Source: an optimization exercise on an open RTL-to-GDS flow (aim: small area). Production flows keep margins and buffers that such runs may drop. The RTL was checked by simulation tests, not by an equivalence proof against the original design. Power and IR drop assume default switching activity. The flow treats the clock pin as an ideal source, which a real chip does not have.

$ cat flow/run.sh
#!/bin/bash
# ORFS layout (the standard.sh) with these changes:
#  - synthesis is synth_recipe.tcl unchanged, except that ABC maps the
#    combinational logic with an area script (flow/area.abc);
#  - port buffers use the smallest buffer cell;
#  - the clock tree uses explicit buffer type and clustering.
set -euo pipefail
HERE=$(pwd)
export MY_ABC_SCRIPT=$HERE/flow/area.abc
export BUFFER_PORTS_ARGS="-buffer_cell sky130_fd_sc_hd__buf_1"
export CTS_ARGS="-sink_clustering_enable -repair_clock_nets -buf_list sky130_fd_sc_hd__clkbuf_16 -sink_clustering_size 30 -sink_clustering_max_diameter 80 -dont_use_dummy_load"
cat flow/abc_override.tcl synth_recipe.tcl > my_synth.tcl
sed "s#SYNTH_SCRIPT=[^ ]*#SYNTH_SCRIPT=$HERE/my_synth.tcl#" standard.sh > my_standard.sh
grep -q "SYNTH_SCRIPT=$HERE/my_synth.tcl" my_standard.sh
bash my_standard.sh > standard.log 2>&1
$ cat flow/abc_override.tcl
# Run ABC with an area-oriented mapping script (amap) instead of ORFS's
# delay-oriented one. Registers are mapped before ABC and are untouched.
proc abc {args} {
  set i [lsearch $args -script]
  if {$i >= 0} { lset args [expr {$i+1}] $::env(MY_ABC_SCRIPT) }
  yosys abc {*}$args
}
$ cat flow/area.abc
strash; dch -f; amap; topo
$ cat standard.sh
#!/bin/bash
# synth_recipe.tcl (not shown) runs the flow's synth.tcl, then flattens the netlist and writes it again
# the make line also repeats each setting of config.mk as NAME=value (left out here)
make -C /OpenROAD-flow-scripts/flow DESIGN_CONFIG=/design/flow/config.mk WORK_HOME=/design/flow/orfs CLKGATE_MAP_FILE= SYNTH_SCRIPT=/design/flow/synth_recipe.tcl "${@:-finish}"
$ cat config.mk
export PLATFORM = sky130hd
export DESIGN_NAME = draw_regctrl
export DESIGN_NICKNAME = draw_regctrl
export VERILOG_FILES = /design/flow/design.v
export SDC_FILE = /design/flow/constraint.sdc
export NUM_CORES = 4
export LEC_CHECK = 0
export ABC_AREA = 1
export CAP_MARGIN = 0
export CORE_MARGIN = 2
export CORE_UTILIZATION = 50
export SLEW_MARGIN = 0
export SYNTH_HIERARCHICAL = 1
export SYNTH_MINIMUM_KEEP_SIZE = 0
$ cat constraint.sdc
create_clock -name core_clock -period 3.3 [get_ports {CLK}]
set_input_delay 0.6600 -clock core_clock [delete_from_list [all_inputs] [get_ports {CLK}]]
set_output_delay 0.6600 -clock core_clock [all_outputs]
set_load 0.01 [all_outputs]
$ cat design.v
module sel2
(
  input  a,
  input  s,
  input  b,
  input  sn,
  output y
);
assign y = (a & s) | (b & sn);
endmodule
module aoi222
(
  input  a1, b1, a2, b2, a3, b3,
  output y
);
assign y = !((a1 & b1) | (a2 & b2) | (a3 & b3));
endmodule
module aoi22
(
  input  a1, b1, a2, b2,
  output y
);
assign y = !((a1 & b1) | (a2 & b2));
endmodule
module nand3g
(
  input  a, b, c,
  output y
);
assign y = !(a & b & c);
endmodule
module or2g
(
  input  a, b,
  output y
);
assign y = a | b;
endmodule
module selw #(parameter W = 1)
(
  input  [W-1:0] a,
  input          s,
  input  [W-1:0] b,
  input          sn,
  output [W-1:0] y
);
genvar k;
generate for(k = 0; k < W; k = k + 1) begin : B
        sel2 m(.a(a[k]), .s(s), .b(b[k]), .sn(sn), .y(y[k]));
end endgenerate
endmodule
module draw_regctrl
(
  input       	CLK,
  input       	RST_X,
  input       	INIT,
  input [11:0]	ERROR,
  input       	CIF_DRWSEL,
  input [3:0]	CIF_REGWRITE,
  input       	CIF_REGREAD,
  input [3:0]	CIF_REGADR,
  input [31:0]	CIF_REGWDATA,
  input       	BUSY_PIXEL,
  input       	BUSY_ADD,
  input       	BUSY_INTERR,
  input       	WORKINGDRW,
  output [31:0]	DRW_REGRDATA,
  output       	REG_EODL,
  output [22:0]	REG_SETFRAME_VRAMADR,
  output [9:0]	REG_SETFRAME_WIDTH,
  output [9:0]	REG_SETFRAME_HEIGHT,
  output [9:0]	REG_SETDRAWAREA_POSX,
  output [9:0]	REG_SETDRAWAREA_POSY,
  output [9:0]	REG_SETDRAWAREA_SIZX,
  output [9:0]	REG_SETDRAWAREA_SIZY,
  output       	REG_SETTEXTURE_FMT,
  output [22:0]	REG_SETTEXTURE_VRAMADR,
  output [9:0]	REG_SETTEXTURE_WIDTH,
  output [9:0]	REG_SETTEXTURE_HEIGHT,
  output [31:0]	REG_SETFCOLOR,
  output       	REG_SETSTMODE,
  output [3:0]	REG_SETSCOLOR_MASK,
  output [31:0]	REG_SETSCOLOR_L,
  output [31:0]	REG_SETSCOLOR_H,
  output       	REG_SETBLENDOFF,
  output [2:0]	REG_SETBLENDALPHA_A,
  output [2:0]	REG_SETBLENDALPHA_B,
  output [2:0]	REG_SETBLENDALPHA_C,
  output [2:0]	REG_SETBLENDALPHA_D,
  output [2:0]	REG_SETBLENDALPHA_E,
  output [7:0]	REG_SETBLENDALPHA_SRCCA,
  output [31:0]	REG_SETBLENDALPHA_COEF0,
  output [31:0]	REG_SETBLENDALPHA_COEF1,
  output [10:0]	REG_PATBLT_DPOSX,
  output [10:0]	REG_PATBLT_DPOSY,
  output [9:0]	REG_PATBLT_DSIZX,
  output [9:0]	REG_PATBLT_DSIZY,
  output [10:0]	REG_BITBLT_DPOSX,
  output [10:0]	REG_BITBLT_DPOSY,
  output [9:0]	REG_BITBLT_DSIZX,
  output [9:0]	REG_BITBLT_DSIZY,
  output [9:0]	REG_BITBLT_SPOSX,
  output [9:0]	REG_BITBLT_SPOSY,
  output       	READYPAT_ADD,
  output       	READYBIT_ADD,
  output       	STARTBLT_ADD,
  output       	READYPAT_PIXEL,
  output       	READYBIT_PIXEL,
  output       	STARTBLT_PIXEL,
  output [3:0]	ERROR_REGCTRL,
  output       	INIT_REGCTRL,
  output [9:0]	REQ_ON_COUNT,
  output [9:0]	REQ_OFF_COUNT
);
wire acc       = CIF_DRWSEL;
wire a_ctrl    = (CIF_REGADR == 4'd0);
wire a_cmd     = (CIF_REGADR == 4'd3);
wire rd_acc    = acc & CIF_REGREAD;
reg ex_wr, ex_val;
always @ (posedge CLK or negedge RST_X) begin
        if( !RST_X ) begin
                ex_wr  <= 1'b0;
                ex_val <= 1'b0;
        end else if(INIT) begin
                ex_wr  <= 1'b0;
                ex_val <= 1'b0;
        end else if(acc & CIF_REGWRITE[0] & a_ctrl) begin
                ex_wr  <= 1'b1;
                ex_val <= CIF_REGWDATA[0];
        end
end
wire exe_is0 = ex_wr & !ex_val;
wire exe_is1 = ex_wr &  ex_val;
reg init_q, exe_q;
always @ (posedge CLK or negedge RST_X) begin
        if( !RST_X ) begin
                init_q <= 1'b0;
                exe_q  <= 1'b0;
        end else begin
                init_q <= exe_is0;
                exe_q  <= exe_is1;
        end
end
assign INIT_REGCTRL = exe_is0 & !init_q;
wire   exe_pls      = exe_is1 & !exe_q;
reg  [31:0] r_CMD;
wire [31:0] cmd_d;
wire [3:0]  cmd_we = {4{acc & a_cmd}} & CIF_REGWRITE;
genvar gb;
generate for(gb = 0; gb < 32; gb = gb + 1) begin : CMDB
        sel2 m(.a(CIF_REGWDATA[gb]), .s(cmd_we[gb/8]), .b(r_CMD[gb]), .sn(!cmd_we[gb/8]), .y(cmd_d[gb]));
end endgenerate
always @ (posedge CLK)
        r_CMD <= cmd_d;
reg  [3:0] rWrSave;
wire       push = &rWrSave;
always @ (posedge CLK or negedge RST_X) begin
        if( !RST_X )
                rWrSave <= 4'd0;
        else if(INIT | !(acc & a_cmd))
                rWrSave <= 4'd0;
        else
                rWrSave <= CIF_REGWRITE | (rWrSave & {4{!push}});
end
reg [9:0] r_REQ_ON_COUNT, r_REQ_OFF_COUNT;
always @ (posedge CLK or negedge RST_X) begin
        if( !RST_X )
                r_REQ_ON_COUNT <= 10'd0;
        else if(INIT)
                r_REQ_ON_COUNT <= 10'd0;
        else if(acc & (CIF_REGADR == 4'd4))
                r_REQ_ON_COUNT <= CIF_REGWDATA[9:0];
end
always @ (posedge CLK or negedge RST_X) begin
        if( !RST_X )
                r_REQ_OFF_COUNT <= 10'd0;
        else if(INIT)
                r_REQ_OFF_COUNT <= 10'd0;
        else if(acc & (CIF_REGADR == 4'd5))
                r_REQ_OFF_COUNT <= CIF_REGWDATA[9:0];
end
assign REQ_ON_COUNT  = r_REQ_ON_COUNT;
assign REQ_OFF_COUNT = r_REQ_OFF_COUNT;
reg dbg;
always @ (posedge CLK or negedge RST_X) begin
        if( !RST_X )
                dbg <= 1'b0;
        else
                dbg <= 1'b1;
end
reg  [11:0] rErrSave;
wire [11:0] err_d;
wire        err_ld = |ERROR;
selw #(12) m_err(.a(ERROR), .s(err_ld & !INIT), .b(rErrSave), .sn(!err_ld & dbg & !INIT), .y(err_d));
always @ (posedge CLK)
        rErrSave <= err_d;
reg r_ERR;
always @ (posedge CLK or negedge RST_X) begin
        if( !RST_X )
                r_ERR <= 1'b0;
        else if(INIT)
                r_ERR <= 1'b0;
        else if(acc & (CIF_REGADR > 4'd6))
                r_ERR <= 1'b1;
end
reg [3:0]  rptr;
reg [4:0]  count;
reg [31:0] r_dout;
reg        r_over;
wire       full  = count[4];
wire       empty = (count == 5'd0);
wire       executable;
wire       do_wr = push & !full;
wire       do_rd = executable & !empty;
wire [3:0] wptr  = rptr + count[3:0];
wire [15:0] wsel = {16{do_wr}} & (16'd1 << wptr);
wire [15:0] rsel = {16{do_rd}} & (16'd1 << rptr);
wire [31:0] word [0:15];
genvar gw;
generate for(gw = 0; gw < 16; gw = gw + 1) begin : MEM
        reg  [31:0] w;
        wire [31:0] d;
        for(gb = 0; gb < 32; gb = gb + 1) begin : B
                sel2 m(.a(r_CMD[gb]), .s(wsel[gw]), .b(w[gb]), .sn(!wsel[gw]), .y(d[gb]));
        end
        always @ (posedge CLK)
                w <= d;
        assign word[gw] = w;
end endgenerate
wire [31:0] dout_d;
wire        dout_hold = !do_rd & dbg;
generate for(gb = 0; gb < 32; gb = gb + 1) begin : RD
        wire [5:0] t;
        wire [1:0] v;
        aoi222 a0(.a1(word[0][gb]),  .b1(rsel[0]),  .a2(word[1][gb]),  .b2(rsel[1]),  .a3(word[2][gb]),  .b3(rsel[2]),  .y(t[0]));
        aoi222 a1(.a1(word[3][gb]),  .b1(rsel[3]),  .a2(word[4][gb]),  .b2(rsel[4]),  .a3(word[5][gb]),  .b3(rsel[5]),  .y(t[1]));
        aoi222 a2(.a1(word[6][gb]),  .b1(rsel[6]),  .a2(word[7][gb]),  .b2(rsel[7]),  .a3(word[8][gb]),  .b3(rsel[8]),  .y(t[2]));
        aoi222 a3(.a1(word[9][gb]),  .b1(rsel[9]),  .a2(word[10][gb]), .b2(rsel[10]), .a3(word[11][gb]), .b3(rsel[11]), .y(t[3]));
        aoi222 a4(.a1(word[12][gb]), .b1(rsel[12]), .a2(word[13][gb]), .b2(rsel[13]), .a3(word[14][gb]), .b3(rsel[14]), .y(t[4]));
        aoi22  a5(.a1(word[15][gb]), .b1(rsel[15]), .a2(r_dout[gb]),   .b2(dout_hold),   .y(t[5]));
        nand3g n0(.a(t[0]), .b(t[1]), .c(t[2]), .y(v[0]));
        nand3g n1(.a(t[3]), .b(t[4]), .c(t[5]), .y(v[1]));
        or2g   o(.a(v[0]), .b(v[1]), .y(dout_d[gb]));
end endgenerate
always @ (posedge CLK)
        r_dout <= dout_d;
always @ (posedge CLK or negedge RST_X) begin
        if( !RST_X ) begin
                rptr   <= 4'd0;
                count  <= 5'd0;
                r_over <= 1'b0;
        end else begin
                if(do_rd)
                        rptr <= rptr + 1'b1;
                if(do_wr & !do_rd)
                        count <= count + 1'b1;
                else if(do_rd & !do_wr)
                        count <= count - 1'b1;
                r_over <= push & full;
        end
end
reg [31:0] r_REGDATA;
always @ (posedge CLK or negedge RST_X) begin
        if( !RST_X )
                r_REGDATA <= 32'd0;
        else if(INIT)
                r_REGDATA <= 32'd0;
        else if(rd_acc) begin
                case(CIF_REGADR)
                        4'd0: r_REGDATA <= {31'd0, ex_val};
                        4'd1: r_REGDATA <= {4'd0, rErrSave & {12{dbg}}, 15'd0, WORKINGDRW};
                        4'd2: r_REGDATA <= {14'd0, full, empty, 11'd0, count};
                        4'd4: r_REGDATA <= {22'd0, r_REQ_ON_COUNT};
                        4'd5: r_REGDATA <= {22'd0, r_REQ_OFF_COUNT};
                        4'd6: r_REGDATA <= {28'd0, dbg, 3'd0};
                        default: r_REGDATA <= r_REGDATA;
                endcase
        end
end
assign DRW_REGRDATA = r_REGDATA;
localparam P_IDLE0 = 3'd0, P_IDLE1 = 3'd1, P_CMD1 = 3'd2, P_CMD1S = 3'd3,
           P_CMD2  = 3'd4, P_CMD2S = 3'd5, P_CMD3 = 3'd6, P_CMD4  = 3'd7;
localparam C_FRAME = 3'd0, C_DRAWAREA = 3'd1, C_TEXTURE = 3'd2, C_FCOLOR = 3'd3,
           C_SCOLOR = 3'd4, C_BLENDALPHA = 3'd5, C_PATBLT = 3'd6, C_BITBLT = 3'd7;
reg exe_valid;
always @ (posedge CLK or negedge RST_X) begin
        if( !RST_X )
                exe_valid <= 1'b0;
        else if(INIT)
                exe_valid <= 1'b0;
        else if(exe_pls)
                exe_valid <= 1'b1;
end
assign executable = exe_valid & !(BUSY_PIXEL | BUSY_ADD | BUSY_INTERR);
reg  [31:0] r_stkdata;
wire [31:0] stk_d;
generate for(gb = 0; gb < 32; gb = gb + 1) begin : STK
        sel2 m(.a(r_dout[gb]), .s(executable), .b(r_stkdata[gb]), .sn(!executable), .y(stk_d[gb]));
end endgenerate
always @ (posedge CLK)
        r_stkdata <= stk_d;
wire [7:0] op = r_stkdata[31:24];
reg        op_multi;
reg  [2:0] op_cls;
always @* begin
        op_multi = 1'b1;
        op_cls   = C_FRAME;
        case(op)
                8'h20: op_cls = C_FRAME;
                8'h21: op_cls = C_DRAWAREA;
                8'h22: op_cls = C_TEXTURE;
                8'h23: op_cls = C_FCOLOR;
                8'h31: op_cls = C_SCOLOR;
                8'h33: op_cls = C_BLENDALPHA;
                8'h81: op_cls = C_PATBLT;
                8'h82: op_cls = C_BITBLT;
                default: op_multi = 1'b0;
        endcase
end
reg [2:0] ph;
reg [2:0] cls;   
always @ (posedge CLK or negedge RST_X) begin
        if( !RST_X )
                ph <= P_IDLE0;
        else if(INIT)
                ph <= P_IDLE0;
        else case(ph)
                P_IDLE0: if(executable) ph <= P_IDLE1;
                P_IDLE1: ph <= executable ? P_CMD1 : P_CMD1S;
                P_CMD1:  if(executable & op_multi) ph <= P_CMD2;
                P_CMD1S: if(executable) ph <= op_multi ? P_CMD2S : P_CMD1;
                P_CMD2:  if(executable) ph <= (cls == C_FCOLOR) ? P_CMD1 : P_CMD3;
                P_CMD2S: if(executable) ph <= P_CMD1;
                P_CMD3:  if(executable) ph <= (cls == C_BITBLT) ? P_CMD4 : P_CMD1;
                P_CMD4:  if(executable) ph <= P_CMD1;
        endcase
end
always @ (posedge CLK) begin
        if(ph == P_CMD1 && executable)
                cls <= op_cls;
end
wire in1 = ((ph == P_CMD1) | (ph == P_CMD1S)) & executable;
wire in2 = (ph == P_CMD2) & executable;
wire in3 = (ph == P_CMD3) & executable;
wire in4 = (ph == P_CMD4) & executable;
wire ld1_eodl   = in1 & (op == 8'h0F);
wire ld1_tex    = in1 & (op == 8'h22);
wire ld1_stmode = in1 & (op == 8'h30);
wire ld1_scolor = in1 & (op == 8'h31);
wire ld1_boff   = in1 & (op == 8'h32);
wire ld1_balpha = in1 & (op == 8'h33);
wire ld2_frame  = in2 & (cls == C_FRAME);
wire ld2_area   = in2 & (cls == C_DRAWAREA);
wire ld2_tex    = in2 & (cls == C_TEXTURE);
wire ld2_fcolor = in2 & (cls == C_FCOLOR);
wire ld2_scolor = in2 & (cls == C_SCOLOR);
wire ld2_balpha = in2 & (cls == C_BLENDALPHA);
wire ld2_pat    = in2 & (cls == C_PATBLT);
wire ld2_bit    = in2 & (cls == C_BITBLT);
wire ld3_frame  = in3 & (cls == C_FRAME);
wire ld3_area   = in3 & (cls == C_DRAWAREA);
wire ld3_tex    = in3 & (cls == C_TEXTURE);
wire ld3_scolor = in3 & (cls == C_SCOLOR);
wire ld3_balpha = in3 & (cls == C_BLENDALPHA);
wire ld3_pat    = in3 & (cls == C_PATBLT);
wire ld3_bit    = in3 & (cls == C_BITBLT);
wire ld4_bit    = in4;
wire [31:0] sd = r_stkdata;
wire        nI = !INIT;
reg  [23-1:0] r_setframe_vramadr; 
wire [23-1:0] r_setframe_vramadr_d; 
wire ld_r_setframe_vramadr = (ld2_frame) & nI; 
wire hd_r_setframe_vramadr = (!ld2_frame) & nI; 
selw #(23) m_r_setframe_vramadr(.a(sd[22:0]), .s(ld_r_setframe_vramadr), .b(r_setframe_vramadr), .sn(hd_r_setframe_vramadr), .y(r_setframe_vramadr_d)); 
always @ (posedge CLK or negedge RST_X) 
        if( !RST_X ) r_setframe_vramadr <= {23{1'b0}}; 
        else r_setframe_vramadr <= r_setframe_vramadr_d;
reg  [20-1:0] r_setframe_wh; 
wire [20-1:0] r_setframe_wh_d; 
wire ld_r_setframe_wh = (ld3_frame) & nI; 
wire hd_r_setframe_wh = (!ld3_frame) & nI; 
selw #(20) m_r_setframe_wh(.a({sd[25:16], sd[9:0]}), .s(ld_r_setframe_wh), .b(r_setframe_wh), .sn(hd_r_setframe_wh), .y(r_setframe_wh_d)); 
always @ (posedge CLK or negedge RST_X) 
        if( !RST_X ) r_setframe_wh <= {20{1'b0}}; 
        else r_setframe_wh <= r_setframe_wh_d;
reg  [20-1:0] r_setdrawarea_pos; 
wire [20-1:0] r_setdrawarea_pos_d; 
wire ld_r_setdrawarea_pos = (ld2_area) & nI; 
wire hd_r_setdrawarea_pos = (!ld2_area) & nI; 
selw #(20) m_r_setdrawarea_pos(.a({sd[25:16], sd[9:0]}), .s(ld_r_setdrawarea_pos), .b(r_setdrawarea_pos), .sn(hd_r_setdrawarea_pos), .y(r_setdrawarea_pos_d)); 
always @ (posedge CLK or negedge RST_X) 
        if( !RST_X ) r_setdrawarea_pos <= {20{1'b0}}; 
        else r_setdrawarea_pos <= r_setdrawarea_pos_d;
reg  [20-1:0] r_setdrawarea_siz; 
wire [20-1:0] r_setdrawarea_siz_d; 
wire ld_r_setdrawarea_siz = (ld3_area) & nI; 
wire hd_r_setdrawarea_siz = (!ld3_area) & nI; 
selw #(20) m_r_setdrawarea_siz(.a({sd[25:16], sd[9:0]}), .s(ld_r_setdrawarea_siz), .b(r_setdrawarea_siz), .sn(hd_r_setdrawarea_siz), .y(r_setdrawarea_siz_d)); 
always @ (posedge CLK or negedge RST_X) 
        if( !RST_X ) r_setdrawarea_siz <= {20{1'b0}}; 
        else r_setdrawarea_siz <= r_setdrawarea_siz_d;
reg  [1-1:0] r_settexture_fmt; 
wire [1-1:0] r_settexture_fmt_d; 
wire ld_r_settexture_fmt = (ld1_tex) & nI; 
wire hd_r_settexture_fmt = (!ld1_tex) & nI; 
selw #(1) m_r_settexture_fmt(.a(sd[0]), .s(ld_r_settexture_fmt), .b(r_settexture_fmt), .sn(hd_r_settexture_fmt), .y(r_settexture_fmt_d)); 
always @ (posedge CLK or negedge RST_X) 
        if( !RST_X ) r_settexture_fmt <= {1{1'b0}}; 
        else r_settexture_fmt <= r_settexture_fmt_d;
reg  [23-1:0] r_settexture_vramadr; 
wire [23-1:0] r_settexture_vramadr_d; 
wire ld_r_settexture_vramadr = (ld2_tex) & nI; 
wire hd_r_settexture_vramadr = (!ld2_tex) & nI; 
selw #(23) m_r_settexture_vramadr(.a(sd[22:0]), .s(ld_r_settexture_vramadr), .b(r_settexture_vramadr), .sn(hd_r_settexture_vramadr), .y(r_settexture_vramadr_d)); 
always @ (posedge CLK or negedge RST_X) 
        if( !RST_X ) r_settexture_vramadr <= {23{1'b0}}; 
        else r_settexture_vramadr <= r_settexture_vramadr_d;
reg  [20-1:0] r_settexture_wh; 
wire [20-1:0] r_settexture_wh_d; 
wire ld_r_settexture_wh = (ld3_tex) & nI; 
wire hd_r_settexture_wh = (!ld3_tex) & nI; 
selw #(20) m_r_settexture_wh(.a({sd[25:16], sd[9:0]}), .s(ld_r_settexture_wh), .b(r_settexture_wh), .sn(hd_r_settexture_wh), .y(r_settexture_wh_d)); 
always @ (posedge CLK or negedge RST_X) 
        if( !RST_X ) r_settexture_wh <= {20{1'b0}}; 
        else r_settexture_wh <= r_settexture_wh_d;
reg  [32-1:0] r_setfcolor; 
wire [32-1:0] r_setfcolor_d; 
wire ld_r_setfcolor = (ld2_fcolor) & nI; 
wire hd_r_setfcolor = (!ld2_fcolor) & nI; 
selw #(32) m_r_setfcolor(.a(sd), .s(ld_r_setfcolor), .b(r_setfcolor), .sn(hd_r_setfcolor), .y(r_setfcolor_d)); 
always @ (posedge CLK or negedge RST_X) 
        if( !RST_X ) r_setfcolor <= {32{1'b0}}; 
        else r_setfcolor <= r_setfcolor_d;
reg  [1-1:0] r_setstmode; 
wire [1-1:0] r_setstmode_d; 
wire ld_r_setstmode = (ld1_stmode) & nI; 
wire hd_r_setstmode = (!ld1_stmode) & nI; 
selw #(1) m_r_setstmode(.a(sd[0]), .s(ld_r_setstmode), .b(r_setstmode), .sn(hd_r_setstmode), .y(r_setstmode_d)); 
always @ (posedge CLK or negedge RST_X) 
        if( !RST_X ) r_setstmode <= {1{1'b0}}; 
        else r_setstmode <= r_setstmode_d;
reg  [4-1:0] r_setscolor_mask; 
wire [4-1:0] r_setscolor_mask_d; 
wire ld_r_setscolor_mask = (ld1_scolor) & nI; 
wire hd_r_setscolor_mask = (!ld1_scolor) & nI; 
selw #(4) m_r_setscolor_mask(.a(sd[3:0]), .s(ld_r_setscolor_mask), .b(r_setscolor_mask), .sn(hd_r_setscolor_mask), .y(r_setscolor_mask_d)); 
always @ (posedge CLK or negedge RST_X) 
        if( !RST_X ) r_setscolor_mask <= {4{1'b0}}; 
        else r_setscolor_mask <= r_setscolor_mask_d;
reg  [32-1:0] r_setscolor_l; 
wire [32-1:0] r_setscolor_l_d; 
wire ld_r_setscolor_l = (ld2_scolor) & nI; 
wire hd_r_setscolor_l = (!ld2_scolor) & nI; 
selw #(32) m_r_setscolor_l(.a(sd), .s(ld_r_setscolor_l), .b(r_setscolor_l), .sn(hd_r_setscolor_l), .y(r_setscolor_l_d)); 
always @ (posedge CLK or negedge RST_X) 
        if( !RST_X ) r_setscolor_l <= {32{1'b0}}; 
        else r_setscolor_l <= r_setscolor_l_d;
reg  [32-1:0] r_setscolor_h; 
wire [32-1:0] r_setscolor_h_d; 
wire ld_r_setscolor_h = (ld3_scolor) & nI; 
wire hd_r_setscolor_h = (!ld3_scolor) & nI; 
selw #(32) m_r_setscolor_h(.a(sd), .s(ld_r_setscolor_h), .b(r_setscolor_h), .sn(hd_r_setscolor_h), .y(r_setscolor_h_d)); 
always @ (posedge CLK or negedge RST_X) 
        if( !RST_X ) r_setscolor_h <= {32{1'b0}}; 
        else r_setscolor_h <= r_setscolor_h_d;
reg  [23-1:0] r_setblendalpha_abcds; 
wire [23-1:0] r_setblendalpha_abcds_d; 
wire ld_r_setblendalpha_abcds = (ld1_balpha) & nI; 
wire hd_r_setblendalpha_abcds = (!ld1_balpha & !ld1_boff) & nI; 
selw #(23) m_r_setblendalpha_abcds(.a(sd[22:0]), .s(ld_r_setblendalpha_abcds), .b(r_setblendalpha_abcds), .sn(hd_r_setblendalpha_abcds), .y(r_setblendalpha_abcds_d)); 
always @ (posedge CLK or negedge RST_X) 
        if( !RST_X ) r_setblendalpha_abcds <= {23{1'b0}}; 
        else r_setblendalpha_abcds <= r_setblendalpha_abcds_d;
reg  [32-1:0] r_setblendalpha_coef0; 
wire [32-1:0] r_setblendalpha_coef0_d; 
wire ld_r_setblendalpha_coef0 = (ld2_balpha) & nI; 
wire hd_r_setblendalpha_coef0 = (!ld2_balpha & !ld1_boff) & nI; 
selw #(32) m_r_setblendalpha_coef0(.a(sd), .s(ld_r_setblendalpha_coef0), .b(r_setblendalpha_coef0), .sn(hd_r_setblendalpha_coef0), .y(r_setblendalpha_coef0_d)); 
always @ (posedge CLK or negedge RST_X) 
        if( !RST_X ) r_setblendalpha_coef0 <= {32{1'b0}}; 
        else r_setblendalpha_coef0 <= r_setblendalpha_coef0_d;
reg  [32-1:0] r_setblendalpha_coef1; 
wire [32-1:0] r_setblendalpha_coef1_d; 
wire ld_r_setblendalpha_coef1 = (ld3_balpha) & nI; 
wire hd_r_setblendalpha_coef1 = (!ld3_balpha) & nI; 
selw #(32) m_r_setblendalpha_coef1(.a(sd), .s(ld_r_setblendalpha_coef1), .b(r_setblendalpha_coef1), .sn(hd_r_setblendalpha_coef1), .y(r_setblendalpha_coef1_d)); 
always @ (posedge CLK or negedge RST_X) 
        if( !RST_X ) r_setblendalpha_coef1 <= {32{1'b0}}; 
        else r_setblendalpha_coef1 <= r_setblendalpha_coef1_d;
reg  [22-1:0] r_patblt_dpos; 
wire [22-1:0] r_patblt_dpos_d; 
wire ld_r_patblt_dpos = (ld2_pat) & nI; 
wire hd_r_patblt_dpos = (!ld2_pat) & nI; 
selw #(22) m_r_patblt_dpos(.a({sd[26:16], sd[10:0]}), .s(ld_r_patblt_dpos), .b(r_patblt_dpos), .sn(hd_r_patblt_dpos), .y(r_patblt_dpos_d)); 
always @ (posedge CLK or negedge RST_X) 
        if( !RST_X ) r_patblt_dpos <= {22{1'b0}}; 
        else r_patblt_dpos <= r_patblt_dpos_d;
reg  [20-1:0] r_patblt_dsiz; 
wire [20-1:0] r_patblt_dsiz_d; 
wire ld_r_patblt_dsiz = (ld3_pat) & nI; 
wire hd_r_patblt_dsiz = (!ld3_pat) & nI; 
selw #(20) m_r_patblt_dsiz(.a({sd[25:16], sd[9:0]}), .s(ld_r_patblt_dsiz), .b(r_patblt_dsiz), .sn(hd_r_patblt_dsiz), .y(r_patblt_dsiz_d)); 
always @ (posedge CLK or negedge RST_X) 
        if( !RST_X ) r_patblt_dsiz <= {20{1'b0}}; 
        else r_patblt_dsiz <= r_patblt_dsiz_d;
reg  [22-1:0] r_bitblt_dpos; 
wire [22-1:0] r_bitblt_dpos_d; 
wire ld_r_bitblt_dpos = (ld2_bit) & nI; 
wire hd_r_bitblt_dpos = (!ld2_bit) & nI; 
selw #(22) m_r_bitblt_dpos(.a({sd[26:16], sd[10:0]}), .s(ld_r_bitblt_dpos), .b(r_bitblt_dpos), .sn(hd_r_bitblt_dpos), .y(r_bitblt_dpos_d)); 
always @ (posedge CLK or negedge RST_X) 
        if( !RST_X ) r_bitblt_dpos <= {22{1'b0}}; 
        else r_bitblt_dpos <= r_bitblt_dpos_d;
reg  [20-1:0] r_bitblt_dsiz; 
wire [20-1:0] r_bitblt_dsiz_d; 
wire ld_r_bitblt_dsiz = (ld3_bit) & nI; 
wire hd_r_bitblt_dsiz = (!ld3_bit) & nI; 
selw #(20) m_r_bitblt_dsiz(.a({sd[25:16], sd[9:0]}), .s(ld_r_bitblt_dsiz), .b(r_bitblt_dsiz), .sn(hd_r_bitblt_dsiz), .y(r_bitblt_dsiz_d)); 
always @ (posedge CLK or negedge RST_X) 
        if( !RST_X ) r_bitblt_dsiz <= {20{1'b0}}; 
        else r_bitblt_dsiz <= r_bitblt_dsiz_d;
reg  [20-1:0] r_bitblt_spos; 
wire [20-1:0] r_bitblt_spos_d; 
wire ld_r_bitblt_spos = (ld4_bit) & nI; 
wire hd_r_bitblt_spos = (!ld4_bit) & nI; 
selw #(20) m_r_bitblt_spos(.a({sd[25:16], sd[9:0]}), .s(ld_r_bitblt_spos), .b(r_bitblt_spos), .sn(hd_r_bitblt_spos), .y(r_bitblt_spos_d)); 
always @ (posedge CLK or negedge RST_X) 
        if( !RST_X ) r_bitblt_spos <= {20{1'b0}}; 
        else r_bitblt_spos <= r_bitblt_spos_d;
reg r_eodl, r_setblendoff, r_readyBit, r_readyPat, r_start;
always @ (posedge CLK or negedge RST_X) begin
        if( !RST_X ) begin
                r_eodl        <= 1'b0;
                r_setblendoff <= 1'b0;
                r_readyBit    <= 1'b0;
                r_readyPat    <= 1'b0;
                r_start       <= 1'b0;
        end else if(INIT) begin
                r_eodl        <= 1'b0;
                r_setblendoff <= 1'b0;
                r_readyBit    <= 1'b0;
                r_readyPat    <= 1'b0;
                r_start       <= 1'b0;
        end else begin
                r_eodl <= ld1_eodl;
                if(ld1_boff)
                        r_setblendoff <= 1'b1;
                else if(ld1_balpha)
                        r_setblendoff <= 1'b0;
                if(ph == P_CMD4) begin
                        r_readyBit <= 1'b1;
                        r_readyPat <= 1'b0;
                end else if(ph == P_CMD3 && cls == C_PATBLT) begin
                        r_readyBit <= 1'b0;
                        r_readyPat <= 1'b1;
                end
                r_start <= (ph == P_CMD4) | (ph == P_CMD3 && cls == C_PATBLT);
        end
end
assign REG_EODL                = r_eodl;
assign REG_SETFRAME_VRAMADR    = r_setframe_vramadr;
assign REG_SETFRAME_WIDTH      = r_setframe_wh[19:10];
assign REG_SETFRAME_HEIGHT     = r_setframe_wh[9:0];
assign REG_SETDRAWAREA_POSX    = r_setdrawarea_pos[19:10];
assign REG_SETDRAWAREA_POSY    = r_setdrawarea_pos[9:0];
assign REG_SETDRAWAREA_SIZX    = r_setdrawarea_siz[19:10];
assign REG_SETDRAWAREA_SIZY    = r_setdrawarea_siz[9:0];
assign REG_SETTEXTURE_FMT      = r_settexture_fmt;
assign REG_SETTEXTURE_VRAMADR  = r_settexture_vramadr;
assign REG_SETTEXTURE_WIDTH    = r_settexture_wh[19:10];
assign REG_SETTEXTURE_HEIGHT   = r_settexture_wh[9:0];
assign REG_SETFCOLOR           = r_setfcolor;
assign REG_SETSTMODE           = r_setstmode;
assign REG_SETSCOLOR_MASK      = r_setscolor_mask;
assign REG_SETSCOLOR_L         = r_setscolor_l;
assign REG_SETSCOLOR_H         = r_setscolor_h;
assign REG_SETBLENDOFF         = r_setblendoff;
assign REG_SETBLENDALPHA_A     = r_setblendalpha_abcds[22:20];
assign REG_SETBLENDALPHA_B     = r_setblendalpha_abcds[19:17];
assign REG_SETBLENDALPHA_C     = r_setblendalpha_abcds[16:14];
assign REG_SETBLENDALPHA_D     = r_setblendalpha_abcds[13:11];
assign REG_SETBLENDALPHA_E     = r_setblendalpha_abcds[10:8];
assign REG_SETBLENDALPHA_SRCCA = r_setblendalpha_abcds[7:0];
assign REG_SETBLENDALPHA_COEF0 = r_setblendalpha_coef0;
assign REG_SETBLENDALPHA_COEF1 = r_setblendalpha_coef1;
assign REG_PATBLT_DPOSX        = r_patblt_dpos[21:11];
assign REG_PATBLT_DPOSY        = r_patblt_dpos[10:0];
assign REG_PATBLT_DSIZX        = r_patblt_dsiz[19:10];
assign REG_PATBLT_DSIZY        = r_patblt_dsiz[9:0];
assign REG_BITBLT_DPOSX        = r_bitblt_dpos[21:11];
assign REG_BITBLT_DPOSY        = r_bitblt_dpos[10:0];
assign REG_BITBLT_DSIZX        = r_bitblt_dsiz[19:10];
assign REG_BITBLT_DSIZY        = r_bitblt_dsiz[9:0];
assign REG_BITBLT_SPOSX        = r_bitblt_spos[19:10];
assign REG_BITBLT_SPOSY        = r_bitblt_spos[9:0];
assign READYPAT_ADD            = r_readyPat;
assign READYBIT_ADD            = r_readyBit;
assign STARTBLT_ADD            = r_start;
assign READYPAT_PIXEL          = r_readyPat;
assign READYBIT_PIXEL          = r_readyBit;
assign STARTBLT_PIXEL          = r_start;
assign ERROR_REGCTRL           = {1'b0, r_over, 1'b0, r_ERR};
endmodule
==> results of run 1 <==
==> critical path: stages (launching register included) <==
cell,delay [ps]
dfrtp_1,490
ha_1,220
clkinv_1,80
fa_1,390
nor2_1,100
a21oi_1,100
clkinv_1,130
nand4_1,200
nor2_2,200
clkinv_2,610
a22o_1,420
==> flip-flops by register name (all words and copies together), names as in the netlist, 22 cells and up <==
signal                 flops
r_setscolor_h             32
r_stkdata                 32
MEM.w                    512
r_setframe_vramadr        23
r_bitblt_dpos             22
r_setblendalpha_coef0     32
r_setscolor_l             32
r_CMD                     32
r_dout                    32
r_settexture_vramadr      23
r_setblendalpha_abcds     23
r_setblendalpha_coef1     32
r_patblt_dpos             22
r_REGDATA                 22
r_setfcolor               32
==> per-module statistics from Yosys, one instance, submodules excluded, excerpt <==
module	area [sq um]	cells
nand3g	5.00	1
aoi222	10.0	1
draw_regctrl	27200	1595
aoi22	7.51	1
or2g	6.26	1
sel2	8.76	1
==> stage by stage <==
stage                     cells  cell area (sq um)  util, %  hold slack [ps]
after floorplan            2901              38700        -              364
after global placement     4592              43200     56.9              458
after detailed placement   4592              43200     56.9              463
after CTS                  4639              44400     58.5             11.2
after global routing       4639              44400     58.5             29.3
final                      4639              44400     58.5             21.5
==> layout make-up <==
cell class	count	area share [%]
clock buffers	47	2.65
inverters	88	0.803
multi-input cells	1683	30.4
flip-flops and latches	1113	55.8
well taps	1030	2.90
repair buffers	678	7.46
==> metal layers <==
layer / wire [microns] / up-vias / GRT usage, %
met5: 0 / - / 0
met4: 4690 / 0 / 11.1
li1: - / 13200 / -
met2: 64800 / 1582 / 54.8
met1: 56600 / 15900 / 46.5
met3: 11600 / 239 / 5.45
==> cells by family (layout without fill, tap and decap cells) <==
group           Yosys count  after routing  share of synthesized area [%]
compound gates         1300           1300                           29.4
flops                  1113           1113                           64.5
buf+inv                 105            813                           1.19
simple gates            355            355                           4.36
other cells               2             13                         0.0196
fa+ha+maj                15             15                          0.528
==> cell usage in the layout (no fill, tap or decap), types with 5 or more instances in the layout <==
cell,synthesis,layout
a21oi_1,20,20
a222oi_1,160,160
a22o_1,1007,1007
a22oi_1,32,32
a32o_1,9,9
buf_1,0,530
buf_12,0,17
buf_4,17,129
clkbuf_16,0,47
clkinv_1,88,70
clkinv_2,0,17
conb_1,2,13
dfrtp_1,490,490
dfxtp_1,620,620
ha_1,13,13
nand2_1,44,43
nand3_1,81,81
nand4_1,17,17
nor2_1,118,77
nor2_2,0,33
nor2_4,0,8
nor3_1,33,18
nor3_2,0,7
nor3_4,0,8
nor4_1,8,7
o21ai_0,25,24
o22a_1,5,5
o22ai_1,29,29
or2_0,36,36
or3_1,12,12
==> power breakdown <==
group	switching (mW)	internal, mW	total [mW]
sequential	0.571	13.7	14.2
clock	4.10	2.57	6.66
combinational	0.766	0.328	1.09
==> path summary, 6_finish.rpt <==
kind / start / endpoint / slack, ps / cells after the start
max in group asynchronous: RST_X / r_setscolor_l[6] / 2310 / 3
min in group core_clock: CIF_REGWDATA[12] / r_CMD[12] / 220 / 2
max: count[0] / MEM[6].w[25] / 250 / 10
max reg2reg: count[0] / MEM[6].w[25] / 250 / 10
min reg2reg: r_stkdata[4] / r_stkdata[4] / 490 / 1
min: RST_X / r_setdrawarea_pos[10] / 20 / 1
==> results.toml, run 1 <==
[status]
status = "finished clean"

[synth]
synth_top_area_cell = "dfxtp_1"
yosysMostFrequentCell = "a22o_1"
avgSynthCellArea_sq_um = 13.3
synth_warnings = 7
ys_types = 35
netlist_area_sq_um = 38400
postSynthCellCount = 2890
synth-seq-cells = 1113
ys_seq_area_share_pct = 64.5
ys.flop_type = "dfxtp_1"
synth_common_cells = "1007 x a22o_1, 620 x dfxtp_1, 490 x dfrtp_1, 160 x a222oi_1, 118 x nor2_1"
synth-edff-count = 3
synth.top_cell.area_share_pct = 32.3
async_flop_share_pct = 44.0
yosys-top-cells-area = "dfxtp_1 32%, dfrtp_1 32%, a22o_1 23%"

[floorplanning]
die_y_microns = 281
die_w_microns = 281
rows = 101
ios = 545
start_util_pct = 50.6
die_area_sq_um = 79100
coreArea_sq_um = 75900

[finish]
fin_nets = 3687
fillCellCount = 6310
antenna_cells = 0
register_area_sq_um = 24800
drive_above_1_share_pct = 7.54
area_delta_synth_final_pct = 15.6
multi_input_area_sq_um = 13500

[sta]
worst_slew_pin_slew_ps = 1310
rsz0062_at_grt = "no"
period_needed_ps = 3050
drv_slew = 0
setup_viol = 0
fmax_ghz = 0.328
hold_violations = 0
setup_ws_ps = 255
skew_ps = 63.7
final.period_utilization_pct = 92.3
max_slew_margin_pct = 12.5
tns_ps = 0

[clock_network]
cts_resized = 0
clk_pin_slew_ps = 110
cts-buffers-inserted = 47
cts_setup_buffers = 0
h-tree-depth = 2
cts_tree = "built"
cts-root-buf = "clkbuf_16"
cts.sinks = 1113
worstSkewPairLatency_ps = 620
clock_path_buffers = 3
postCtsHoldBufs = 0

[place]
io_buffer_count = 532
place_hpwl_microns = 91800
place_ws_ps = 40.2
routabilityCongestion = 0.924

[power_and_ir_drop]
power_density_nw_per_um2 = 495
vdd_drop_max_v = 0.000394
p_total_mw = 22.0
p_leak_nw = 18.5

[grt]
grt_usage_pct = 33.8
grt_first_pass_wirelength_microns = 203000
grt_max_degree = 85
overflow = 0
antenna_found_initial = 0
first_global_vias = 29700

[critical_path]
path_class = "flop to flop"
cp.arrival_ps = 3550
critPathRequiredTime_ps = 3800
end_kind = "flop"
start_kind = "flop"
crit_fanout = 32

[drt]
routedWlPerCell_microns = 29.7
ant_nets = 0
via_per_inst = 6.68
vias = 31000
firstDrtPassIters = 10
drt_wl_total_microns = 138000
drt_iter0_markers = 3549
drcViolationCount = 0

[min_path]
min_path_type = "input pin to async pin"

[job]
cap_violations = 0
==> run 2, diff against run 1 <==
--- a/config.mk
+++ b/config.mk
@@ -7,8 +7,8 @@
 export LEC_CHECK = 0
 export ABC_AREA = 1
-export CAP_MARGIN = 0
+export CAP_MARGIN = 20
 export CORE_MARGIN = 2
-export CORE_UTILIZATION = 50
-export SLEW_MARGIN = 0
+export CORE_UTILIZATION = 60
+export SLEW_MARGIN = 20
 export SYNTH_HIERARCHICAL = 1
 export SYNTH_MINIMUM_KEEP_SIZE = 0
==> run 2 against run 1 <==
Still clean on timing, DRC and antenna. Combinational power rose by 4%. Via count rose by 1.4%. Hold slack gained 78 ps. Count of clock-buffer cells in the layout fell by 3. Critical path type unchanged. Largest power group unchanged.
==> results.toml, run 2 <==
[critical_path]
critPathRequiredTime_ps = 3790
crit_fanout = 32
start_kind = "flop"
rrSetupSlack_ps = 120
reg2reg_depth = 9
path_class = "flop to flop"
regToRegStartpoint = "rptr[1]"
end_kind = "flop"
cp.arrival_ps = 3670
r2r_end = "MEM[15].w[1]"

[clock_network]
cts_setup_buffers = 0
cts-root-buf = "clkbuf_16"
cts-buffers-inserted = 44
cts.sinks = 1113
h-tree-depth = 2
clk_pin_slew_ps = 110
worstSkewPairLatency_ps = 630
clock_path_buffers = 3
cts_resized = 0
postCtsHoldBufs = 0
cts_tree = "built"

[finish]
fin_util_pct = 69.8
register_area_sq_um = 24800
area_delta_synth_final_pct = 14.8
multi_input_area_sq_um = 13500
instances_no_fill = 4450
regMostFlops = "MEM.w"
fin_nets = 3679
final_cell_mix = "1007 x a22o_1, 620 x dfxtp_1, 530 x buf_1"
final_area_sq_um = 44100
largest_reg_flops = 512
fillCellCount = 4659
final_common_cell = "a22o_1"
drive_above_1_share_pct = 7.33

[sta]
setup_viol = 0
skew_ps = 41.6
hold_violations = 0
period_needed_ps = 3180
max_slew_margin_pct = 19.9
fmax_ghz = 0.315
drv_slew = 0
hold_ws_ps = 99.6
final.period_utilization_pct = 96.2
rsz0062_at_grt = "no"
worst_slew_pin_slew_ps = 1200

[synth]
avgSynthCellArea_sq_um = 13.3
synth_top_area_cell = "dfxtp_1"
ys_types = 35
synth-edff-count = 3
synth_warnings = 7
ys_seq_area_share_pct = 64.5
synth.top_cell.area_share_pct = 32.3
netlist_area_sq_um = 38400
synth-seq-cells = 1113
yosys-top-cells-area = "dfxtp_1 32%, dfrtp_1 32%, a22o_1 23%"
async_flop_share_pct = 44.0
yosysMostFrequentCell = "a22o_1"
synth_common_cells = "1007 x a22o_1, 620 x dfxtp_1, 490 x dfrtp_1, 160 x a222oi_1, 118 x nor2_1"
ys.flop_type = "dfxtp_1"
postSynthCellCount = 2890

[drt]
drcViolationCount = 0
vias = 31400
routedWlPerCell_microns = 29.7
drt_wl_total_microns = 132000
firstDrtPassIters = 12
ant_nets = 0
drt_iter0_markers = 4349
via_per_inst = 7.06

[floorplanning]
die_area_sq_um = 66100
rows = 92
die_y_microns = 257
coreArea_sq_um = 63200
ios = 545
die_w_microns = 257
start_util_pct = 60.8

[power_and_ir_drop]
switchingPower_mw = 5.40
power_density_nw_per_um2 = 495
p_seq_share_pct = 65.3
p_leak_nw = 18.4
comb_power_share_pct = 5.2
p_sw_share_pct = 24.8
p_total_mw = 21.8
vdd_drop_max_v = 0.000481
internal_power_mw = 16.4
p_clk_share_pct = 29.5

[place]
io_buffer_count = 532
place_hpwl_microns = 88900
postPlaceCellArea_sq_um = 43000
routabilityCongestion = 0.917
dp_cells = 4403

[grt]
grt_max_degree = 80
grt_first_pass_wirelength_microns = 198000
first_global_vias = 30300
antenna_found_initial = 3
overflow = 0
grt_usage_pct = 38.9

[min_path]
min_path_type = "input pin to async pin"

[job]
cap_violations = 0

[status]
status = "finished clean"
## run 2: per-stage QoR
stage	setup TNS (ps)	worst slack, ps
floorplan	-18270	-178
global placement	0	139
detailed placement	0	99.6
CTS	0	245
global route	0	38.0
finish	0	125
## run 2: power by group through the flow
stage	registers (mW)	logic, mW	clock network, mW
finish	14.3	1.13	6.44
global route	14.3	1.23	6.90
CTS	14.2	1.12	6.44
detailed placement	14.5	1.12	0
global placement	14.5	1.07	0
floorplan	14.3	0.626	0
## run 2: cell families (layout without fill, tap and decap cells)
family,after synthesis,after routing,synth area share [%]
AOI/OAI and AO/OA,1300,1300,29.4
DFF,1113,1113,64.5
and+or+nand+nor,355,355,4.36
buffers and inverters,105,805,1.19
adders and majority gates,15,15,0.528
other,2,16,0.0196
## run 2: worst max path at each step
stage	start	end	slack, ps	cells after the start
after floorplan	BUSY_ADD	r_setfcolor[0]	-180	7
after global placement	BUSY_ADD	r_dout[27]	140	12
after detailed placement	BUSY_ADD	r_dout[27]	100	12
after CTS	rptr[1]	MEM[15].w[1]	250	9
after global routing	count[1]	MEM[15].w[1]	40	9
final	rptr[1]	MEM[15].w[1]	120	9
## run 2: final cells by class
class	instances	share of cell area, %
Sequential cell	1113	56.1
Antenna cell	3	0.0170
Clock buffer	44	2.50
Tap cell	846	2.40
Timing Repair Buffer	673	7.48
Inverter	88	0.809
Multi-Input combinational cell	1683	30.7
## run 2: critical path: stages, from the launching register on
cell and delay (ps):
dfrtp_1 450, ha_1 310, a21o_1 180, a21oi_1 180, nand2_1 70, o21ai_1 250, clkinv_2 390, nor2_4 200
clkinv_2 590, a22o_1 420
## run 2: modules after synthesis, one instance, submodules excluded, excerpt
| module | flops+latches | copies in the design | area [sq um] | cells |
|---|---|---|---|---|
| aoi222 | 0 | 160 | 10.0 | 1 |
| draw_regctrl | 1113 | 1 | 27200 | 1595 |
| sel2 | 0 | 1007 | 8.76 | 1 |
| or2g | 0 | 32 | 6.26 | 1 |
| aoi22 | 0 | 32 | 7.51 | 1 |
| nand3g | 0 | 64 | 5.00 | 1 |
## run 2: routing by layer
metal | vias to the layer above | GRT usage, % | share of wire, %
li1 | 13200 | - | -
met1 | 15900 | 51.8 | 39
met2 | 1970 | 62.4 | 47
met3 | 379 | 7.22 | 9.6
met4 | 0 | 17.7 | 5.2
met5 | - | 0 | 0
==> run 3, diff against run 2 <==
--- a/flow/run.sh
+++ b/flow/run.sh
@@ -9,5 +9,5 @@
 export MY_ABC_SCRIPT=$HERE/flow/area.abc
 export BUFFER_PORTS_ARGS="-buffer_cell sky130_fd_sc_hd__buf_1"
-export CTS_ARGS="-sink_clustering_enable -repair_clock_nets -buf_list sky130_fd_sc_hd__clkbuf_16 -sink_clustering_size 30 -sink_clustering_max_diameter 80 -dont_use_dummy_load"
+export CTS_ARGS="-sink_clustering_enable -repair_clock_nets -buf_list sky130_fd_sc_hd__clkbuf_16 -sink_clustering_size 28 -sink_clustering_max_diameter 70 -dont_use_dummy_load"
 cat flow/abc_override.tcl synth_recipe.tcl > my_synth.tcl
 sed "s#SYNTH_SCRIPT=[^ ]*#SYNTH_SCRIPT=$HERE/my_synth.tcl#" standard.sh > my_standard.sh
--- a/config.mk
+++ b/config.mk
@@ -9,5 +9,5 @@
 export CAP_MARGIN = 20
 export CORE_MARGIN = 2
-export CORE_UTILIZATION = 60
+export CORE_UTILIZATION = 70
 export SLEW_MARGIN = 20
 export SYNTH_HIERARCHICAL = 1
==> run 3 against run 2 <==
Synthesized cell count stayed put. Routed wire length is 1.7% lower. First-iteration DRC count up 7.5%. Maximum frequency rose by 1.1%. Count of clock-buffer cells in the layout grew 4. Critical path type unchanged.
==> results.toml, run 3 <==
[power_and_ir_drop]
vdd_drop_max_v = 0.000520
comb_power_share_pct = 5.2
p_leak_nw = 18.4
p_total_mw = 22.1
internal_power_mw = 16.6
p_sw_share_pct = 24.5
power_density_nw_per_um2 = 503
p_clk_share_pct = 30.2
switchingPower_mw = 5.41
p_seq_share_pct = 64.6

[synth]
ys_types = 35
synth_top_area_cell = "dfxtp_1"
synth.top_cell.area_share_pct = 32.3
ys_seq_area_share_pct = 64.5
synth-seq-cells = 1113
yosys-top-cells-area = "dfxtp_1 32%, dfrtp_1 32%, a22o_1 23%"
async_flop_share_pct = 44.0
synth_common_cells = "1007 x a22o_1, 620 x dfxtp_1, 490 x dfrtp_1, 160 x a222oi_1, 118 x nor2_1"
postSynthCellCount = 2890
netlist_area_sq_um = 38400
synth_warnings = 7
ys.flop_type = "dfxtp_1"
synth-edff-count = 3
avgSynthCellArea_sq_um = 13.3
yosysMostFrequentCell = "a22o_1"

[floorplanning]
die_y_microns = 238
die_area_sq_um = 56800
start_util_pct = 71.1
coreArea_sq_um = 54000
die_w_microns = 238
ios = 545
rows = 85

[finish]
fin_util_pct = 81.2
regMostFlops = "MEM.w"
fin_nets = 3673
multi_input_area_sq_um = 13500
final_common_cell = "a22o_1"
fillCellCount = 3242
final_cell_mix = "1007 x a22o_1, 620 x dfxtp_1, 530 x buf_1"
area_delta_synth_final_pct = 14.2
largest_reg_flops = 512
drive_above_1_share_pct = 7.29
final_area_sq_um = 43900
register_area_sq_um = 24800

[clock_network]
clk_pin_slew_ps = 110
cts_tree = "built"
cts-root-buf = "clkbuf_16"
cts_setup_buffers = 0
cts.sinks = 1113
clock_path_buffers = 3
h-tree-depth = 2
cts-buffers-inserted = 48
worstSkewPairLatency_ps = 660

[min_path]
min_path_type = "input pin to flop"

[drt]
drt_iter0_markers = 4675
via_per_inst = 7.50
vias = 32200
firstDrtPassIters = 12
routedWlPerCell_microns = 30.2
drt_wl_total_microns = 130000
drcViolationCount = 0
ant_nets = 0

[critical_path]
end_kind = "flop"
critPathSlowestCell = "nor2_4"
start_kind = "flop"
path_buf_inv = 3
path_class = "flop to flop"
cp.arrival_ps = 3670
cp_cell_sequence = "ha_1 -> clkinv_1 -> fa_2 -> nor2_2 -> a21oi_2 -> inv_2 -> nand4_1 -> nor2_4 -> clkinv_8 -> a22o_1"
crit_fanout = 33
critPathRequiredTime_ps = 3830
crit_family = "simple AND/OR/NAND/NOR gates"
critPathMaxStageDelay_ps = 870

[sta]
final.period_utilization_pct = 95.2
period_needed_ps = 3140
max_slew_margin_pct = 16.7
skew_ps = 55.2
drv_slew = 0
hold_ws_ps = 204
worst_slew_pin_slew_ps = 1250
fmax_ghz = 0.318
hold_violations = 0
setup_viol = 0

[status]
status = "finished clean"

[place]
routabilityCongestion = 0.908
place_hpwl_microns = 82600
postPlaceCellArea_sq_um = 42600
io_buffer_count = 532

[grt]
grt_max_degree = 128
antenna_found_initial = 3
first_global_vias = 31400
grt_usage_pct = 44.3
overflow = 0
grt_first_pass_wirelength_microns = 192000

[job]
cap_violations = 0
[run 3: cell counts after synthesis]
No cell type changed its count.
[run 3: logic make-up (layout without fill, tap and decap cells)]
family | Yosys count | count (layout) | synth area share [%]
other | 2 | 16 | 0.0196
AO/OA/AOI/OAI | 1300 | 1300 | 29.4
buffers and inverters | 105 | 798 | 1.19
AND/OR/NAND/NOR | 355 | 356 | 4.36
adder cells (fa/ha/maj) | 15 | 15 | 0.528
flip-flops | 1113 | 1113 | 64.5
[run 3: Yosys stat by module (local to each module, per instance), a selection]
| module | cell area (sq um) | flops+latches |
|---|---|---|
| draw_regctrl | 27200 | 1113 |
| aoi222 | 10.0 | 0 |
| sel2 | 8.76 | 0 |
| aoi22 | 7.51 | 0 |
| or2g | 6.26 | 0 |
| nand3g | 5.00 | 0 |
[run 3: worst reg2reg max path: cells and delay by family (launching register included)]
kind                     cells  cell delay (ps)
AND/OR/NAND/NOR              3             1180
adder cells (fa/ha/maj)      2              560
buffers and inverters        3              560
AO/OA/AOI/OAI                2              380
flip-flops                   1              360
[run 3: worst paths after layout]
check / start / end / slack [ps] / cells after the start
worst max-delay path: rptr[0] / MEM[13].w[24] / 160 / 10
worst min-delay path: CIF_REGWDATA[27] / r_CMD[27] / 200 / 2
worst max register to register: rptr[0] / MEM[13].w[24] / 160 / 10
worst min register to register: r_dout[8] / r_stkdata[8] / 470 / 1
max in group asynchronous: RST_X / r_setscolor_h[29] / 1680 / 3
min in group asynchronous: RST_X / r_setblendalpha_coef0[24] / 580 / 2
[run 3: area by class of cell]
cell class / instances / share of cell area (%)
Sequential cell: 1113 / 56.4
Clock buffer: 48 / 2.74
Inverter: 88 / 0.858
Antenna cell: 3 / 0.0171
Timing Repair Buffer: 662 / 7.12
Tap cell: 696 / 1.98
Multi-Input combinational cell: 1684 / 30.8
[run 3: per-stage QoR]
step	TNS, ps	cells	setup WS, ps
final	0	4294	160
after detailed placement	-15030	4240	-236
after global placement	-8310	4240	-135
after CTS	0	4290	51.8
after floorplan	-18270	2901	-178
after global routing	-11.1	4291	-6.07
[run 3: routing by layer]
layer / vias to the layer above / part of all wire, % / GRT usage, %
met5: - / 0.062 / 0
met4: 4 / 6.6 / 25.6
met3: 572 / 12 / 10.4
met2: 2460 / 45 / 69.2
met1: 16000 / 36 / 57.3
li1: 13200 / - / -
[run 3: timing repair]
action / 4_1_cts / 5_1_grt
pin swaps: 1 / 2
hold endpoints to repair: 11 / 0
hold buffers: 1 / 0
gates resized for setup: 3 / 8
setup endpoints to repair: 96 / 96
cloned: 1 / 0
[run 3: power groups by stage]
| stage | sequential, mW | clock, mW | combinational (mW) |
|---|---|---|---|
| 3_3_place_gp | 14.5 | 0 | 1.06 |
| 6_report | 14.2 | 6.66 | 1.16 |
| 3_5_place_dp | 14.5 | 0 | 1.10 |
| 4_1_cts | 14.2 | 6.59 | 1.11 |
| 2_1_floorplan | 14.3 | 0 | 0.626 |
| 5_1_grt | 14.3 | 7.07 | 1.27 |
==> run 4, diff against run 3 <==
--- a/config.mk
+++ b/config.mk
@@ -9,5 +9,5 @@
 export CAP_MARGIN = 20
 export CORE_MARGIN = 2
-export CORE_UTILIZATION = 70
+export CORE_UTILIZATION = 50
 export SLEW_MARGIN = 20
 export SYNTH_HIERARCHICAL = 1
==> run 4 against run 3 <==
Critical path depth unchanged. Die area up 39%. Register-to-register slack better by 150 ps. Synthesized cell count unchanged. Clock skew up 22 ps. Hold slack worse by 170 ps. Largest power group unchanged. Still clean on timing, DRC and antenna.
==> results.toml, run 4 <==
[synth]
yosys-top-cells-area = "dfxtp_1 32%, dfrtp_1 32%, a22o_1 23%"
yosysMostFrequentCell = "a22o_1"
synth_common_cells = "1007 x a22o_1, 620 x dfxtp_1, 490 x dfrtp_1, 160 x a222oi_1, 118 x nor2_1"
synth.top_cell.area_share_pct = 32.3
avgSynthCellArea_sq_um = 13.3
async_flop_share_pct = 44.0
synth-edff-count = 3
postSynthCellCount = 2890
synth_warnings = 7
synth_top_area_cell = "dfxtp_1"
netlist_area_sq_um = 38400
ys_seq_area_share_pct = 64.5
ys.flop_type = "dfxtp_1"
ys_types = 35
synth-seq-cells = 1113

[power_and_ir_drop]
p_clk_share_pct = 31.5
switchingPower_mw = 5.53
p_seq_share_pct = 63.6
internal_power_mw = 16.9
p_leak_nw = 18.5
power_density_nw_per_um2 = 502
comb_power_share_pct = 4.9
p_sw_share_pct = 24.7
vdd_drop_max_v = 0.000472

[drt]
drt_iter0_markers = 3835
ant_nets = 0
drcViolationCount = 0
via_per_inst = 6.69
vias = 31100
firstDrtPassIters = 10
routedWlPerCell_microns = 29.7
drt_wl_total_microns = 138000

[finish]
final_cell_mix = "1007 x a22o_1, 620 x dfxtp_1, 530 x buf_1"
drive_above_1_share_pct = 7.69
antenna_cells = 0
final_common_cell = "a22o_1"
regMostFlops = "MEM.w"
fin_util_pct = 58.7
area_delta_synth_final_pct = 16.0
fin_nets = 3693
largest_reg_flops = 512

[min_path]
min_path_type = "input pin to async pin"

[clock_network]
cts-root-buf = "clkbuf_16"
cts_setup_buffers = 0
cts-buffers-inserted = 53
clock_path_buffers = 3
worstSkewPairLatency_ps = 670
postCtsHoldBufs = 0
cts.sinks = 1113
h-tree-depth = 2
clk_pin_slew_ps = 110
cts_tree = "built"
cts_resized = 0

[place]
place_ws_ps = 61.4
io_buffer_count = 532
routabilityCongestion = 0.924
place_hpwl_microns = 91800

[critical_path]
path_class = "flop to flop"
end_kind = "flop"
rrSetupSlack_ps = 310
start_kind = "flop"
crit_end = "MEM[6].w[25]"
regToRegStartpoint = "count[0]"
reg2reg_depth = 10
critPathRequiredTime_ps = 3810
r2r_end = "MEM[6].w[25]"
crit_path_start = "count[0]"
crit_fanout = 32
cp.arrival_ps = 3500

[grt]
grt_max_degree = 85
overflow = 0
antenna_found_initial = 1
first_global_vias = 30000
grt_first_pass_wirelength_microns = 203000
grt_usage_pct = 33.9

[job]
cap_violations = 0

[sta]
max_slew_margin_pct = 25.8
fmax_ghz = 0.334
hold_violations = 0
period_needed_ps = 2990
setup_ws_ps = 307
worst_slew_pin_slew_ps = 1110
drv_slew = 0
skew_ps = 77.6
final.period_utilization_pct = 90.7
rsz0062_at_grt = "no"
setup_viol = 0

[floorplanning]
die_w_microns = 281
ios = 545
rows = 101
die_y_microns = 281
coreArea_sq_um = 75900
start_util_pct = 50.6
die_area_sq_um = 79100

[status]
status = "finished clean"
[run 4: cell counts after synthesis]
No cell type changed its count.
[run 4: power groups by stage]
stage               logic [mW]  registers (mW)  clock network [mW]
floorplan                0.626            14.3                   0
global placement          1.05            14.5                   0
detailed placement        1.09            14.5                   0
CTS                       1.09            14.2                7.12
global route              1.21            14.3                7.59
finish                    1.10            14.2                7.06
[run 4: modules after synthesis, one instance, submodules excluded, a selection]
module | flops+latches | cell area [sq um] | copies in the design | cells
draw_regctrl | 1113 | 27200 | 1 | 1595
aoi222 | 0 | 10.0 | 160 | 1
sel2 | 0 | 8.76 | 1007 | 1
aoi22 | 0 | 7.51 | 32 | 1
or2g | 0 | 6.26 | 32 | 1
nand3g | 0 | 5.00 | 64 | 1
[run 4: critical path: stages, from the launching register on]
cell	delay [ps]
dfrtp_1	480
ha_1	220
clkinv_1	80
fa_1	390
nor2_1	100
a21oi_1	110
clkinv_1	130
nand4_1	190
nor2_2	200
clkinv_2	590
a22o_1	410
[run 4: area by class of cell]
type | instances | area (sq um)
tap | 1030 | 1290
inverter | 88 | 357
sequential | 1113 | 24800
timing repair buffer | 678 | 3310
clock buffer | 53 | 1330
fill | 6277 | 31400
multi-input combinational | 1683 | 13500
[run 4: worst min-delay path by stage]
stage | from | to | depth (start not counted)
CTS | RST_X | r_setdrawarea_pos[14] | 1
global route | RST_X | r_setdrawarea_pos[14] | 1
global placement | r_dout[18] | r_stkdata[18] | 1
detailed placement | r_dout[18] | r_stkdata[18] | 1
finish | RST_X | r_setdrawarea_pos[1] | 1
floorplan | RST_X | count[0] | 0
[run 4: cell families after synthesis]
group           synth area share, %
compound gates                 29.4
flops                          64.5
simple gates                   4.36
buf+inv                        1.19
fa+ha+maj                     0.528
other cells                  0.0196
[run 4: metal layers]
layer,vias to the layer above,wire length (microns),GRT usage (%)
li1,13200,-,-
met1,16000,56300,45.8
met2,1621,64400,54.5
met3,262,12000,6.45
met4,0,5030,12.1
met5,-,0,0
[run 4: metrics by stage]
stage	setup TNS, ps	hold WS, ps	instance area, sq um	power, mW	std cells
global route	0	24.8	44600	23.1	4645
global placement	0	458	43200	15.5	4592
detailed placement	0	463	43200	15.6	4592
finish	0	30.7	44600	22.4	4645
floorplan	-18270	364	38700	14.9	2901
CTS	0	2.98	44600	22.4	4645
==> run 5, diff against run 4 <==
--- a/config.mk
+++ b/config.mk
@@ -9,5 +9,5 @@
 export CAP_MARGIN = 20
 export CORE_MARGIN = 2
-export CORE_UTILIZATION = 50
+export CORE_UTILIZATION = 60
 export SLEW_MARGIN = 20
 export SYNTH_HIERARCHICAL = 1
==> run 5 against run 4 <==
Via count is 1.6% higher. Highest routed layer unchanged. Cell area decreased by 0.71%. Die area fell by 16%. Largest cell class unchanged. Core utilization is 11 points higher. Cell count fell by 4.1%. Routed wire length decreased by 3.9%. Clock skew is 25 ps lower. Synthesized cell count unchanged. Register-to-register slack worse by 180 ps. Combinational power is essentially flat. Sequential power about the same.
==> results.toml, run 5 <==
[grt]
overflow = 0
first_global_vias = 30300
grt_usage_pct = 39.0
antenna_found_initial = 1
grt_first_pass_wirelength_microns = 199000
grt_max_degree = 80

[job]
cap_violations = 0

[sta]
setup_viol = 0
hold_violations = 0
fmax_ghz = 0.315
final.period_utilization_pct = 96.1
rsz0062_at_grt = "no"
setup_ws_ps = 128
drv_slew = 0
skew_ps = 52.1
max_slew_margin_pct = 19.7
worst_slew_pin_slew_ps = 1200
period_needed_ps = 3170

[finish]
regMostFlops = "MEM.w"
area_delta_synth_final_pct = 15.2
largest_reg_flops = 512
final_common_cell = "a22o_1"
drive_above_1_share_pct = 7.49
fillCellCount = 4672
final_cell_mix = "1007 x a22o_1, 620 x dfxtp_1, 530 x buf_1"
fin_nets = 3685

[synth]
avgSynthCellArea_sq_um = 13.3
synth_common_cells = "1007 x a22o_1, 620 x dfxtp_1, 490 x dfrtp_1, 160 x a222oi_1, 118 x nor2_1"
async_flop_share_pct = 44.0
synth.top_cell.area_share_pct = 32.3
synth-edff-count = 3
ys_seq_area_share_pct = 64.5
ys_types = 35
yosysMostFrequentCell = "a22o_1"
synth_warnings = 7
yosys-top-cells-area = "dfxtp_1 32%, dfrtp_1 32%, a22o_1 23%"
ys.flop_type = "dfxtp_1"
synth_top_area_cell = "dfxtp_1"
postSynthCellCount = 2890
synth-seq-cells = 1113
netlist_area_sq_um = 38400

[clock_network]
cts-buffers-inserted = 50
clk_pin_slew_ps = 100
worstSkewPairLatency_ps = 650
clock_path_buffers = 3
h-tree-depth = 2
postCtsHoldBufs = 0
cts_tree = "built"
cts.sinks = 1113
cts_setup_buffers = 0
cts_resized = 0
cts-root-buf = "clkbuf_16"

[critical_path]
critPathRequiredTime_ps = 3820
path_depth = 9
cp.arrival_ps = 3700
cp_cell_sequence = "ha_1 -> a21o_1 -> a21oi_1 -> nand2_1 -> o21ai_1 -> clkinv_2 -> nor2_4 -> clkinv_2 -> a22o_1"
crit_end = "MEM[15].w[12]"
path_class = "flop to flop"
crit_family = "compound AO/OA/AOI/OAI gates"
crit_fanout = 32
critPathMaxStageDelay_ps = 600
regToRegStartpoint = "rptr[1]"
path_buf_inv = 2
reg2reg_depth = 9
crit_path_start = "rptr[1]"
rrSetupSlack_ps = 130
r2r_end = "MEM[15].w[12]"
critPathSlowestCell = "clkinv_2"
start_kind = "flop"
end_kind = "flop"
crit_top_cell = "clkinv_2"

[floorplanning]
rows = 92
die_area_sq_um = 66100
coreArea_sq_um = 63200
die_w_microns = 257
die_y_microns = 257
start_util_pct = 60.8
ios = 545

[drt]
drcViolationCount = 0
drt_wl_total_microns = 132000
ant_nets = 0
drt_iter0_markers = 4352
via_per_inst = 7.09
firstDrtPassIters = 10
vias = 31600
routedWlPerCell_microns = 29.7

[place]
place_hpwl_microns = 88900
io_buffer_count = 532
routabilityCongestion = 0.917
place_ws_ps = 99.6

[power_and_ir_drop]
p_leak_nw = 18.5
vdd_drop_max_v = 0.000487
internal_power_mw = 16.7
p_total_mw = 22.2
switchingPower_mw = 5.46
p_seq_share_pct = 64.2
p_sw_share_pct = 24.6
power_density_nw_per_um2 = 501
p_clk_share_pct = 30.7
comb_power_share_pct = 5.1

[min_path]
min_path_type = "input pin to async pin"

[status]
status = "finished clean"
run 5: changes by cell type in the layout (fill, tap and decap cells not counted):
cell / before / now
buf_12: 17 / 19
buf_4: 129 / 122
clkbuf_16: 53 / 50
diode_2: 0 / 1
run 5: layer usage:
layer / GRT usage (%) / share of wire, %
met2: 62.2 / 47
met5: 0 / 0
met4: 17.9 / 5.3
met3: 7.26 / 9.8
met1: 52.1 / 38
run 5: worst min path at each step:
stage / cells past startpoint / from / slack (ps) / end
after floorplan: 0 / RST_X / 360 / count[0]
after global placement: 1 / r_dout[19] / 460 / r_stkdata[19]
after detailed placement: 1 / r_dout[19] / 460 / r_stkdata[19]
after CTS: 1 / RST_X / 100 / r_settexture_vramadr[16]
after global routing: 1 / RST_X / 120 / r_settexture_vramadr[16]
final: 1 / RST_X / 90 / r_settexture_vramadr[16]
run 5: modules after synthesis, one instance, submodules excluded, a selection:
module,cell area (sq um),copies in the design,flops+latches,cells inside
nand3g,5.00,64,0,1
draw_regctrl,27200,1,1113,1595
aoi222,10.0,160,0,1
sel2,8.76,1007,0,1
or2g,6.26,32,0,1
aoi22,7.51,32,0,1
run 5: metrics by stage:
step	instance area (sq um)	util, %	hold slack (ps)	std cells	TNS, ps
floorplan	38700	-	364	2901	-18270
global placement	43000	68.0	463	4403	0
detailed placement	43000	68.0	461	4403	0
CTS	44200	70.0	102	4453	0
global route	44200	70.0	122	4453	0
finish	44200	70.0	91.4	4454	0
run 5: final cells by class:
cell class              instances  area [sq um]  area share (%)
clock buffers                  50          1250            2.83
diodes                          1          2.50         0.00566
inverters                      88           357           0.806
repair buffers                673          3300            7.45
well taps                     846          1060            2.39
multi-input cells            1683         13500            30.6
flip-flops and latches       1113         24800            56.0
run 5: worst reg2reg max path: stages (launching register included):
cell      delay (ps)
dfrtp_1          440
ha_1             310
a21o_1           180
a21oi_1          180
nand2_1           60
o21ai_1          250
clkinv_2         390
nor2_4           200
clkinv_2         600
a22o_1           450
run 5: power groups by stage:
| stage | Clock (mW) | Sequential [mW] | Combinational [mW] |
|---|---|---|---|
| global placement | 0 | 14.5 | 1.07 |
| finish | 6.80 | 14.2 | 1.13 |
| detailed placement | 0 | 14.5 | 1.12 |
| CTS | 6.80 | 14.2 | 1.12 |
| floorplan | 0 | 14.3 | 0.626 |
| global route | 7.29 | 14.3 | 1.23 |
run 5: cells by family (layout without fill, tap and decap cells):
| group | count (synthesis) | after routing | synth area share (%) |
|---|---|---|---|
| DFF | 1113 | 1113 | 64.5 |
| buffers and inverters | 105 | 811 | 1.19 |
| other | 2 | 14 | 0.0196 |
| and+or+nand+nor | 355 | 355 | 4.36 |
| AOI/OAI and AO/OA | 1300 | 1300 | 29.4 |
| adders and majority gates | 15 | 15 | 0.528 |

Setup slack of run 5, layout unchanged: 0.128 ns with ideal ports, 0.128 ns with driving cells assumed (clock clkbuf_16, inputs buf_2), -0.024 ns with port delays also shifted by the 0.692 ns mid clock arrival.
